This is an optimization exercise on Yosys and OpenROAD, whose aim is small area, not a production implementation. The RTL was checked by simulation tests, not by an equivalence proof against the original design. Power is estimated from default activity; no workload was simulated.

Design hw_scroll_fsm, start of the top module:
module hw_scroll_fsm(reset, clock, max_count, hexs);
	input reset, clock;
	input [27:0] max_count;
	output [41:0] hexs;
	reg [4:0] pos;
	wire [4:0] pos_d;
	wire in_s1;
	wire fire;
	hw_scroll_decode dec(.pos(pos), .fire(fire), .pos_d(pos_d), .in_s1(in_s1), .hexs(hexs));
	localparam [28:0] TPOL = 29'h0aaaaaaa;
	reg [28:0] tq;
	wire [28:0] timer = tq ^ TPOL;
	wire stall = &max_count;
	assign fire = in_s1 | (timer[28] & timer[1] & timer[0] & ~stall);
	always @(posedge clock, posedge reset) begin
		if (reset)
			pos <= 5'd0;
		else
			pos <= pos_d;
	end
	wire [28:0] tq_next;
	wire [28:0] cc;       
	assign tq_next[0] = fire ? ~max_count[0] : ~tq[0];
	assign cc[1] = ~tq[0];
	genvar k;
	generate
		for (k = 1; k < 28; k = k + 1) begin : inc
			if (k % 2 == 0) begin : e
				timer_even b(.t(tq[k]), .c(cc[k]), .load_n(~fire), .m(max_count[k]), .d(tq_next[k]), .cn(cc[k+1]));
			end else begin : o
				timer_odd b(.u(tq[k]), .cn(cc[k]), .load(fire), .m(max_count[k]), .du(tq_next[k]), .c(cc[k+1]));
			end
		end
	endgenerate
	assign tq_next[28] = ~fire & (tq[28] | cc[28]);
	always @(posedge clock)
		tq <= tq_next;
endmodule
==> flow/config.mk <==
export PLATFORM = sky130hd
export DESIGN_NAME = hw_scroll_fsm
export DESIGN_NICKNAME = hw_scroll_fsm
export VERILOG_FILES = /design/flow/design.v
export SDC_FILE = /design/flow/constraint.sdc
export NUM_CORES = 4
export LEC_CHECK = 0
export ABC_AREA = 1
export CAP_MARGIN = 0
export CORE_MARGIN = 2
export CORE_UTILIZATION = 40
export CTS_BUF_LIST = sky130_fd_sc_hd__clkbuf_4
export CTS_CLUSTER_DIAMETER = 200
export CTS_CLUSTER_SIZE = 50
export SLEW_MARGIN = 0
export SYNTH_HIERARCHICAL = 1
==> flow/constraint.sdc <==
create_clock -name core_clock -period 10.0 [get_ports {clock}]
set_input_delay 2.0000 -clock core_clock [delete_from_list [all_inputs] [get_ports {clock}]]
set_output_delay 2.0000 -clock core_clock [all_outputs]
set_load 0.01 [all_outputs]
standard.sh (not shown) runs the stock make flow with config.mk's settings and CLKGATE_MAP_FILE= SYNTH_SCRIPT=/design/flow/synth_recipe.tcl, a recipe that flattens the netlist after the stock synthesis.
==> flow/flow/run.sh <==
#!/bin/bash
# The standard ORFS layout (standard.sh) with these changes:
#  - synthesis maps the logic with ABC module by module, trying each of the
#    area scripts flow/*.abc in place of ORFS's script and keeping the
#    smallest mapping of each module (flow/my_synth.tcl is synth_recipe.tcl
#    plus that substitution); the state decoder also gets the slower
#    &deepsyn scripts. ORFS's half/full-adder extraction is off
#    (ADDER_MAP_FILE empty);
#  - the port buffers use the smallest buffer cell, sky130_fd_sc_hd__buf_1;
#  - CTS builds the tree from clkbuf_4 and inserts no dummy loads.
# Registers, their names and cell types are those of the standard synthesis.
set -euo pipefail
W=$(pwd)
F=$W/flow
export MY_ABC_DEFAULT="$F/s10.abc $F/s14.abc $F/s20.abc"
export MY_ABC_PLAN=""
bash standard.sh SYNTH_SCRIPT=$F/my_synth.tcl ADDER_MAP_FILE= \
  BUFFER_PORTS_ARGS="-buffer_cell sky130_fd_sc_hd__buf_1" \
  CTS_ARGS="-sink_clustering_enable -repair_clock_nets -buf_list sky130_fd_sc_hd__clkbuf_4 -sink_clustering_size 50 -sink_clustering_max_diameter 200 -dont_use_dummy_load" \
  finish > standard_flow.log 2>&1
==> flow/flow/my_synth.tcl <==
proc synth {args} { yosys synth -nofsm -noshare {*}$args }
# Map the logic with ABC module by module: for each module, try each of our
# own area-oriented ABC scripts in place of ORFS's script and keep the
# mapping with the smallest cell area. MY_ABC_PLAN lists "module scripts..."
# entries separated by ";"; modules it does not name use MY_ABC_DEFAULT.
proc my_module_area { lib mod } {
  set rpt [tee -q -s result.string stat -liberty $lib $mod]
  if { [regexp {Chip area for module[^:]*:\s*([0-9.]+)} $rpt -> area] } { return $area }
  return 1e30
}
proc abc {args} {
  set i [lsearch -exact $args -script]
  set lib [lindex $args [expr {[lsearch -exact $args -liberty] + 1}]]
  set plan [dict create]
  foreach entry [split $::env(MY_ABC_PLAN) ";"] {
    set entry [string trim $entry]
    if { $entry ne "" } { dict set plan [lindex $entry 0] [lrange $entry 1 end] }
  }
  set mods [list]
  foreach line [split [tee -q -s result.string select -list =A:top %n] "\n"] { }
  foreach m [split [tee -q -s result.string ls] "\n"] {
    set m [string trim $m]
    if { $m ne "" && ![string match "*modules*" $m] } { lappend mods [string trimleft $m "\\"] }
  }
  puts "ABC per module over: $mods"
  foreach m $mods {
    if { [dict exists $plan $m] } { set scripts [dict get $plan $m] } else { set scripts $::env(MY_ABC_DEFAULT) }
    yosys design -save my_abc_before
    set best_area 1e30
    foreach s $scripts {
      yosys design -load my_abc_before
      yosys abc {*}[lreplace $args [expr {$i + 1}] [expr {$i + 1}] $s] $m
      set area [my_module_area $lib $m]
      puts "ABC module $m script $s: area $area"
      if { $area < $best_area } { set best_area $area; yosys design -save my_abc_best }
    }
    yosys design -load my_abc_best
    puts "ABC module $m: kept area $best_area"
  }
}
source $::env(SCRIPTS_DIR)/synth.tcl
# left out here: clear keep_hierarchy, flatten, clean up, hide names made inside functions, write 1_2_yosys.v
==> flow/flow/s19.abc <==
strash
balance -l; resub -K 6 -l; rewrite -l; resub -K 6 -N 2 -l; refactor -l; resub -K 8 -l; balance -l; resub -K 8 -N 2 -l; rewrite -l; resub -K 10 -l; rewrite -z -l; resub -K 10 -N 2 -l; balance -l; resub -K 12 -l; refactor -z -l; resub -K 12 -N 2 -l; rewrite -z -l; balance -l
balance -l; resub -K 6 -l; rewrite -l; resub -K 6 -N 2 -l; refactor -l; resub -K 8 -l; balance -l; resub -K 8 -N 2 -l; rewrite -l; resub -K 10 -l; rewrite -z -l; resub -K 10 -N 2 -l; balance -l; resub -K 12 -l; refactor -z -l; resub -K 12 -N 2 -l; rewrite -z -l; balance -l
dch -f
map -a -B 0
mfs2
strash
balance -l; resub -K 6 -l; rewrite -l; resub -K 6 -N 2 -l; refactor -l; resub -K 8 -l; balance -l; resub -K 8 -N 2 -l; rewrite -l; resub -K 10 -l; rewrite -z -l; resub -K 10 -N 2 -l; balance -l; resub -K 12 -l; refactor -z -l; resub -K 12 -N 2 -l; rewrite -z -l; balance -l
dch -f
map -a -B 0
topo
==> flow/flow/s20.abc <==
strash
balance -l; resub -K 6 -l; rewrite -l; resub -K 6 -N 2 -l; refactor -l; resub -K 8 -l; balance -l; resub -K 8 -N 2 -l; rewrite -l; resub -K 10 -l; rewrite -z -l; resub -K 10 -N 2 -l; balance -l; resub -K 12 -l; refactor -z -l; resub -K 12 -N 2 -l; rewrite -z -l; balance -l
balance -l; resub -K 6 -l; rewrite -l; resub -K 6 -N 2 -l; refactor -l; resub -K 8 -l; balance -l; resub -K 8 -N 2 -l; rewrite -l; resub -K 10 -l; rewrite -z -l; resub -K 10 -N 2 -l; balance -l; resub -K 12 -l; refactor -z -l; resub -K 12 -N 2 -l; rewrite -z -l; balance -l
dch -f
map -a
mfs2 -W 6 -F 4 -D 4
strash
balance -l; resub -K 6 -l; rewrite -l; resub -K 6 -N 2 -l; refactor -l; resub -K 8 -l; balance -l; resub -K 8 -N 2 -l; rewrite -l; resub -K 10 -l; rewrite -z -l; resub -K 10 -N 2 -l; balance -l; resub -K 12 -l; refactor -z -l; resub -K 12 -N 2 -l; rewrite -z -l; balance -l
dch -f
map -a
topo
Other scripts of this flow, unchanged in this note and not shown: flow/flow/dT120S1.abc, flow/flow/dT120S5.abc, flow/flow/s10.abc, flow/flow/s14.abc
Edit:
--- a/flow/flow/run.sh
+++ b/flow/flow/run.sh
@@ -14,3 +14,3 @@
 F=$W/flow
-export MY_ABC_DEFAULT="$F/s10.abc $F/s14.abc $F/s20.abc"
+export MY_ABC_DEFAULT="$F/s10.abc $F/s14.abc"
 export MY_ABC_PLAN=""
@@ -18,3 +18,3 @@
   BUFFER_PORTS_ARGS="-buffer_cell sky130_fd_sc_hd__buf_1" \
-  CTS_ARGS="-sink_clustering_enable -repair_clock_nets -buf_list sky130_fd_sc_hd__clkbuf_4 -sink_clustering_size 50 -sink_clustering_max_diameter 200 -dont_use_dummy_load" \
+  CTS_ARGS="-sink_clustering_enable -repair_clock_nets -buf_list sky130_fd_sc_hd__clkbuf_4 -sink_clustering_size 20 -sink_clustering_max_diameter 300 -dont_use_dummy_load" \
   finish > standard_flow.log 2>&1
==> flow/flow/dT120S3.abc (new file) <==
strash
&get -n
&deepsyn -T 120 -S 3
&put
dch -f
map -a
mfs2
strash
dch -f
map -a
topo
==> flow/flow/dT120S6.abc (new file) <==
strash
&get -n
&deepsyn -T 120 -S 6
&put
dch -f
map -a
mfs2
strash
dch -f
map -a
topo
==> flow/flow/s16.abc (new file) <==
strash
balance -l; resub -K 6 -l; rewrite -l; resub -K 6 -N 2 -l; refactor -l; resub -K 8 -l; balance -l; resub -K 8 -N 2 -l; rewrite -l; resub -K 10 -l; rewrite -z -l; resub -K 10 -N 2 -l; balance -l; resub -K 12 -l; refactor -z -l; resub -K 12 -N 2 -l; rewrite -z -l; balance -l
dch -f
map -a
mfs2 -a
strash
dch -f
map -a
mfs2 -a
strash
dch -f
map -a
topo
Settings changed: CAP_MARGIN 0 to 20, SLEW_MARGIN 0 to 20.
removed: flow/flow/s19.abc
removed: flow/flow/s20.abc
Setup slack gains 18 ps.
Design area barely changes.
Wire length came out lower by about 0.9%.
Via count grows by about 1.3%.
Synthesized cell count came out higher by 0.36%.
Non-clock buffer count does not change.
Worst hold slack got worse by 4.4 ps.
Power hardly moves.
Edit:
--- a/flow/flow/run.sh
+++ b/flow/flow/run.sh
@@ -15,6 +15,6 @@
 export MY_ABC_DEFAULT="$F/s10.abc $F/s14.abc"
-export MY_ABC_PLAN=""
+export MY_ABC_PLAN="hw_scroll_decode $F/s10.abc $F/s14.abc $F/s16.abc $F/dT120S1.abc $F/dT120S3.abc $F/dT120S5.abc $F/dT120S6.abc"
 bash standard.sh SYNTH_SCRIPT=$F/my_synth.tcl ADDER_MAP_FILE= \
   BUFFER_PORTS_ARGS="-buffer_cell sky130_fd_sc_hd__buf_1" \
-  CTS_ARGS="-sink_clustering_enable -repair_clock_nets -buf_list sky130_fd_sc_hd__clkbuf_4 -sink_clustering_size 20 -sink_clustering_max_diameter 300 -dont_use_dummy_load" \
+  CTS_ARGS="-sink_clustering_enable -repair_clock_nets -buf_list sky130_fd_sc_hd__clkbuf_4 -sink_clustering_size 50 -sink_clustering_max_diameter 200 -dont_use_dummy_load" \
   finish > standard_flow.log 2>&1
Result: Power is unchanged; utilization is unchanged; hold slack does not change; wire length stays the same; global-route usage stays the same.

* * *

hw_scroll_fsm again, from the RTL that the note above started with.
// hw_scroll_fsm
module hw_scroll_fsm(reset, clock, max_count, hexs);
	input reset, clock;
	input [27:0] max_count;
	output [41:0] hexs;
	reg [4:0] pos;
	wire [4:0] pos_d;
	wire in_s1;
	wire fire;
	hw_scroll_decode dec(.pos(pos), .fire(fire), .pos_d(pos_d), .in_s1(in_s1), .hexs(hexs));
	localparam [28:0] TPOL = 29'h0aaaaaaa;
	reg [28:0] tq;
	wire [28:0] timer = tq ^ TPOL;
	wire stall = &max_count;
	assign fire = in_s1 | (timer[28] & timer[1] & timer[0] & ~stall);
	always @(posedge clock, posedge reset) begin
		if (reset)
			pos <= 5'd0;
		else
			pos <= pos_d;
	end
	wire [28:0] tq_next;
	wire [28:0] cc;       
	assign tq_next[0] = fire ? ~max_count[0] : ~tq[0];
	assign cc[1] = ~tq[0];
	genvar k;
	generate
		for (k = 1; k < 28; k = k + 1) begin : inc
			if (k % 2 == 0) begin : e
				timer_even b(.t(tq[k]), .c(cc[k]), .load_n(~fire), .m(max_count[k]), .d(tq_next[k]), .cn(cc[k+1]));
			end else begin : o
				timer_odd b(.u(tq[k]), .cn(cc[k]), .load(fire), .m(max_count[k]), .du(tq_next[k]), .c(cc[k+1]));
			end
		end
	endgenerate
	assign tq_next[28] = ~fire & (tq[28] | cc[28]);
	always @(posedge clock)
		tq <= tq_next;
endmodule
==> flow/config.mk <==
export PLATFORM = sky130hd
export DESIGN_NAME = hw_scroll_fsm
export DESIGN_NICKNAME = hw_scroll_fsm
export VERILOG_FILES = /design/flow/design.v
export SDC_FILE = /design/flow/constraint.sdc
export NUM_CORES = 4
export LEC_CHECK = 0
export ABC_AREA = 1
export CAP_MARGIN = 20
export CORE_MARGIN = 2
export CORE_UTILIZATION = 40
export CTS_BUF_LIST = sky130_fd_sc_hd__clkbuf_4
export CTS_CLUSTER_DIAMETER = 200
export CTS_CLUSTER_SIZE = 50
export SLEW_MARGIN = 20
export SYNTH_HIERARCHICAL = 1
==> flow/constraint.sdc <==
create_clock -name core_clock -period 10.0 [get_ports {clock}]
set_input_delay 2.0000 -clock core_clock [delete_from_list [all_inputs] [get_ports {clock}]]
set_output_delay 2.0000 -clock core_clock [all_outputs]
set_load 0.01 [all_outputs]
==> flow/flow/run.sh <==
#!/bin/bash
# The standard ORFS layout (standard.sh) with these changes:
#  - synthesis maps the logic with ABC module by module, trying each of the
#    area scripts flow/*.abc in place of ORFS's script and keeping the
#    smallest mapping of each module (flow/my_synth.tcl is synth_recipe.tcl
#    plus that substitution); the state decoder also gets the slower
#    &deepsyn scripts. ORFS's half/full-adder extraction is off
#    (ADDER_MAP_FILE empty);
#  - the port buffers use the smallest buffer cell, sky130_fd_sc_hd__buf_1;
#  - CTS builds the tree from clkbuf_4 and inserts no dummy loads.
# Registers, their names and cell types are those of the standard synthesis.
set -euo pipefail
W=$(pwd)
F=$W/flow
export MY_ABC_DEFAULT="$F/s10.abc $F/s14.abc $F/s20.abc"
export MY_ABC_PLAN="hw_scroll_decode $F/s10.abc $F/s14.abc $F/s19.abc $F/s20.abc $F/dT120S1.abc $F/dT120S5.abc"
bash standard.sh SYNTH_SCRIPT=$F/my_synth.tcl ADDER_MAP_FILE= \
  BUFFER_PORTS_ARGS="-buffer_cell sky130_fd_sc_hd__buf_1" \
  CTS_ARGS="-sink_clustering_enable -repair_clock_nets -buf_list sky130_fd_sc_hd__clkbuf_4 -sink_clustering_size 50 -sink_clustering_max_diameter 200 -dont_use_dummy_load" \
  finish > standard_flow.log 2>&1
==> flow/flow/s19.abc <==
strash
balance -l; resub -K 6 -l; rewrite -l; resub -K 6 -N 2 -l; refactor -l; resub -K 8 -l; balance -l; resub -K 8 -N 2 -l; rewrite -l; resub -K 10 -l; rewrite -z -l; resub -K 10 -N 2 -l; balance -l; resub -K 12 -l; refactor -z -l; resub -K 12 -N 2 -l; rewrite -z -l; balance -l
balance -l; resub -K 6 -l; rewrite -l; resub -K 6 -N 2 -l; refactor -l; resub -K 8 -l; balance -l; resub -K 8 -N 2 -l; rewrite -l; resub -K 10 -l; rewrite -z -l; resub -K 10 -N 2 -l; balance -l; resub -K 12 -l; refactor -z -l; resub -K 12 -N 2 -l; rewrite -z -l; balance -l
dch -f
map -a -B 0
mfs2
strash
balance -l; resub -K 6 -l; rewrite -l; resub -K 6 -N 2 -l; refactor -l; resub -K 8 -l; balance -l; resub -K 8 -N 2 -l; rewrite -l; resub -K 10 -l; rewrite -z -l; resub -K 10 -N 2 -l; balance -l; resub -K 12 -l; refactor -z -l; resub -K 12 -N 2 -l; rewrite -z -l; balance -l
dch -f
map -a -B 0
topo
==> flow/flow/s20.abc <==
strash
balance -l; resub -K 6 -l; rewrite -l; resub -K 6 -N 2 -l; refactor -l; resub -K 8 -l; balance -l; resub -K 8 -N 2 -l; rewrite -l; resub -K 10 -l; rewrite -z -l; resub -K 10 -N 2 -l; balance -l; resub -K 12 -l; refactor -z -l; resub -K 12 -N 2 -l; rewrite -z -l; balance -l
balance -l; resub -K 6 -l; rewrite -l; resub -K 6 -N 2 -l; refactor -l; resub -K 8 -l; balance -l; resub -K 8 -N 2 -l; rewrite -l; resub -K 10 -l; rewrite -z -l; resub -K 10 -N 2 -l; balance -l; resub -K 12 -l; refactor -z -l; resub -K 12 -N 2 -l; rewrite -z -l; balance -l
dch -f
map -a
mfs2 -W 6 -F 4 -D 4
strash
balance -l; resub -K 6 -l; rewrite -l; resub -K 6 -N 2 -l; refactor -l; resub -K 8 -l; balance -l; resub -K 8 -N 2 -l; rewrite -l; resub -K 10 -l; rewrite -z -l; resub -K 10 -N 2 -l; balance -l; resub -K 12 -l; refactor -z -l; resub -K 12 -N 2 -l; rewrite -z -l; balance -l
dch -f
map -a
topo
Scripts as last shown in full above: flow/flow/my_synth.tcl
Other scripts of this flow, unchanged in this note and not shown: flow/flow/dT120S1.abc, flow/flow/dT120S5.abc, flow/flow/s10.abc, flow/flow/s14.abc
Then changed:
--- a/flow/flow/run.sh
+++ b/flow/flow/run.sh
@@ -13,8 +13,8 @@
 W=$(pwd)
 F=$W/flow
-export MY_ABC_DEFAULT="$F/s10.abc $F/s14.abc $F/s20.abc"
-export MY_ABC_PLAN="hw_scroll_decode $F/s10.abc $F/s14.abc $F/s19.abc $F/s20.abc $F/dT120S1.abc $F/dT120S5.abc"
+export MY_ABC_DEFAULT="$F/s10.abc $F/s14.abc"
+export MY_ABC_PLAN=""
 bash standard.sh SYNTH_SCRIPT=$F/my_synth.tcl ADDER_MAP_FILE= \
   BUFFER_PORTS_ARGS="-buffer_cell sky130_fd_sc_hd__buf_1" \
-  CTS_ARGS="-sink_clustering_enable -repair_clock_nets -buf_list sky130_fd_sc_hd__clkbuf_4 -sink_clustering_size 50 -sink_clustering_max_diameter 200 -dont_use_dummy_load" \
+  CTS_ARGS="-repair_clock_nets -buf_list sky130_fd_sc_hd__clkbuf_4 -dont_use_dummy_load" \
   finish > standard_flow.log 2>&1
==> flow/flow/dT120S3.abc (new file) <==
strash
&get -n
&deepsyn -T 120 -S 3
&put
dch -f
map -a
mfs2
strash
dch -f
map -a
topo
==> flow/flow/dT120S6.abc (new file) <==
strash
&get -n
&deepsyn -T 120 -S 6
&put
dch -f
map -a
mfs2
strash
dch -f
map -a
topo
==> flow/flow/s16.abc (new file) <==
strash
balance -l; resub -K 6 -l; rewrite -l; resub -K 6 -N 2 -l; refactor -l; resub -K 8 -l; balance -l; resub -K 8 -N 2 -l; rewrite -l; resub -K 10 -l; rewrite -z -l; resub -K 10 -N 2 -l; balance -l; resub -K 12 -l; refactor -z -l; resub -K 12 -N 2 -l; rewrite -z -l; balance -l
dch -f
map -a
mfs2 -a
strash
dch -f
map -a
mfs2 -a
strash
dch -f
map -a
topo
removed: flow/flow/s19.abc
removed: flow/flow/s20.abc
Total power is about the same.
Worst hold slack degrades by 0.0044 ns.
Design area is about the same.
Global-route usage falls by 0.46 points.
Non-clock buffer count does not change.
Setup slack improves by 0.018 ns.
Count of clock-buffer cells in the layout is unchanged.
Then changed:
--- a/flow/flow/run.sh
+++ b/flow/flow/run.sh
@@ -17,4 +17,4 @@
 bash standard.sh SYNTH_SCRIPT=$F/my_synth.tcl ADDER_MAP_FILE= \
   BUFFER_PORTS_ARGS="-buffer_cell sky130_fd_sc_hd__buf_1" \
-  CTS_ARGS="-repair_clock_nets -buf_list sky130_fd_sc_hd__clkbuf_4 -dont_use_dummy_load" \
+  CTS_ARGS="-sink_clustering_enable -repair_clock_nets -buf_list sky130_fd_sc_hd__clkbuf_8 -sink_clustering_size 40 -sink_clustering_max_diameter 400 -sink_clustering_levels 1 -dont_use_dummy_load" \
   finish > standard_flow.log 2>&1
=>
- wire length barely changes
- setup slack gains 0.054 ns
- via count drops slightly
- total power climbs by a little under a tenth
- global-route usage stays flat
- design area climbs slightly
- critical path depth stays the same
- utilization climbs by 0.71 points
- combinational power is about the same
Then changed:
--- a/flow/flow/run.sh
+++ b/flow/flow/run.sh
@@ -13,8 +13,8 @@
 W=$(pwd)
 F=$W/flow
-export MY_ABC_DEFAULT="$F/s10.abc $F/s14.abc"
+export MY_ABC_DEFAULT="$F/s10.abc $F/s14.abc $F/s20.abc"
 export MY_ABC_PLAN=""
 bash standard.sh SYNTH_SCRIPT=$F/my_synth.tcl ADDER_MAP_FILE= \
   BUFFER_PORTS_ARGS="-buffer_cell sky130_fd_sc_hd__buf_1" \
-  CTS_ARGS="-sink_clustering_enable -repair_clock_nets -buf_list sky130_fd_sc_hd__clkbuf_8 -sink_clustering_size 40 -sink_clustering_max_diameter 400 -sink_clustering_levels 1 -dont_use_dummy_load" \
+  CTS_ARGS="-sink_clustering_enable -repair_clock_nets -buf_list sky130_fd_sc_hd__clkbuf_4 -sink_clustering_size 50 -sink_clustering_max_diameter 200 -dont_use_dummy_load" \
   finish > standard_flow.log 2>&1
==> flow/flow/s19.abc (new file) <==
strash
balance -l; resub -K 6 -l; rewrite -l; resub -K 6 -N 2 -l; refactor -l; resub -K 8 -l; balance -l; resub -K 8 -N 2 -l; rewrite -l; resub -K 10 -l; rewrite -z -l; resub -K 10 -N 2 -l; balance -l; resub -K 12 -l; refactor -z -l; resub -K 12 -N 2 -l; rewrite -z -l; balance -l
balance -l; resub -K 6 -l; rewrite -l; resub -K 6 -N 2 -l; refactor -l; resub -K 8 -l; balance -l; resub -K 8 -N 2 -l; rewrite -l; resub -K 10 -l; rewrite -z -l; resub -K 10 -N 2 -l; balance -l; resub -K 12 -l; refactor -z -l; resub -K 12 -N 2 -l; rewrite -z -l; balance -l
dch -f
map -a -B 0
mfs2
strash
balance -l; resub -K 6 -l; rewrite -l; resub -K 6 -N 2 -l; refactor -l; resub -K 8 -l; balance -l; resub -K 8 -N 2 -l; rewrite -l; resub -K 10 -l; rewrite -z -l; resub -K 10 -N 2 -l; balance -l; resub -K 12 -l; refactor -z -l; resub -K 12 -N 2 -l; rewrite -z -l; balance -l
dch -f
map -a -B 0
topo
==> flow/flow/s20.abc (new file) <==
strash
balance -l; resub -K 6 -l; rewrite -l; resub -K 6 -N 2 -l; refactor -l; resub -K 8 -l; balance -l; resub -K 8 -N 2 -l; rewrite -l; resub -K 10 -l; rewrite -z -l; resub -K 10 -N 2 -l; balance -l; resub -K 12 -l; refactor -z -l; resub -K 12 -N 2 -l; rewrite -z -l; balance -l
balance -l; resub -K 6 -l; rewrite -l; resub -K 6 -N 2 -l; refactor -l; resub -K 8 -l; balance -l; resub -K 8 -N 2 -l; rewrite -l; resub -K 10 -l; rewrite -z -l; resub -K 10 -N 2 -l; balance -l; resub -K 12 -l; refactor -z -l; resub -K 12 -N 2 -l; rewrite -z -l; balance -l
dch -f
map -a
mfs2 -W 6 -F 4 -D 4
strash
balance -l; resub -K 6 -l; rewrite -l; resub -K 6 -N 2 -l; refactor -l; resub -K 8 -l; balance -l; resub -K 8 -N 2 -l; rewrite -l; resub -K 10 -l; rewrite -z -l; resub -K 10 -N 2 -l; balance -l; resub -K 12 -l; refactor -z -l; resub -K 12 -N 2 -l; rewrite -z -l; balance -l
dch -f
map -a
topo
CAP_MARGIN = 0   (was 20)
GPL_TIMING_DRIVEN = 0   (was unset)
SLEW_MARGIN = 0   (was 20)
removed: flow/flow/dT120S3.abc
removed: flow/flow/dT120S6.abc
removed: flow/flow/s16.abc
Outcome: Synthesized cell count is lower by 0.36%; sequential power hardly moves; cell area is higher by about 1.4%; die area is about the same; sequential cell count stays the same; power is lower by about 8%; via count is lower by about 1.7%; cell count is higher by about 1.2%; setup slack gets worse by 0.14 ns; global-route usage is higher by 0.58 points; clock-buffer cell count stays the same.

port drivers added, routing unchanged:
Ports are ideal in the flow. The routed layouts listed here were re-timed in OpenROAD.
Step 1 sets driving cells, clkbuf_16 on the clock port and buf_2 on the other inputs (assumed; they add their load-dependent delay and slew).
Step 2, shift: input delay + t, output delay - t, t = (earliest + latest rising clock arrival at the registers) / 2. This alone moves slack from input paths to output paths.
Three values: no drivers, after step 1, after step 2; two values: the first two.
run | t, ns | setup WS [ns] | hold slack, ns | latest minus earliest clock arrival (ns) | pins driven straight from the clock port
the first run of note 1 | 0.336 | 5.133 / 5.109 / 5.445 | 0.488 / 0.488 / 0.488 | 0.023 / 0.023 | 1
the second run of note 1 | 0.344 | 5.151 / 5.128 / 5.472 | 0.483 / 0.483 / 0.483 | 0.023 / 0.023 | 1
the third run of note 1 | 0.344 | 5.151 / 5.128 / 5.472 | 0.483 / 0.483 / 0.483 | 0.023 / 0.023 | 1
the first run of note 2 | 0.336 | 5.133 / 5.109 / 5.445 | 0.488 / 0.488 / 0.488 | 0.023 / 0.023 | 1
the second run of note 2 | 0.344 | 5.151 / 5.128 / 5.472 | 0.483 / 0.483 / 0.483 | 0.023 / 0.023 | 1
the third run of note 2 | 0.303 | 5.206 / 5.177 / 5.480 | 0.478 / 0.478 / 0.478 | 0.014 / 0.015 | 1
the fourth run of note 2 | 0.343 | 5.070 / 5.046 / 4.921 | 0.490 / 0.490 / 0.490 | 0.018 / 0.019 | 1
After both steps setup and hold are still met in every run listed. For the fourth run of note 2, which loses most, drivers alone change the setup slack by -0.024 ns; drivers and shift together by -0.149 ns.
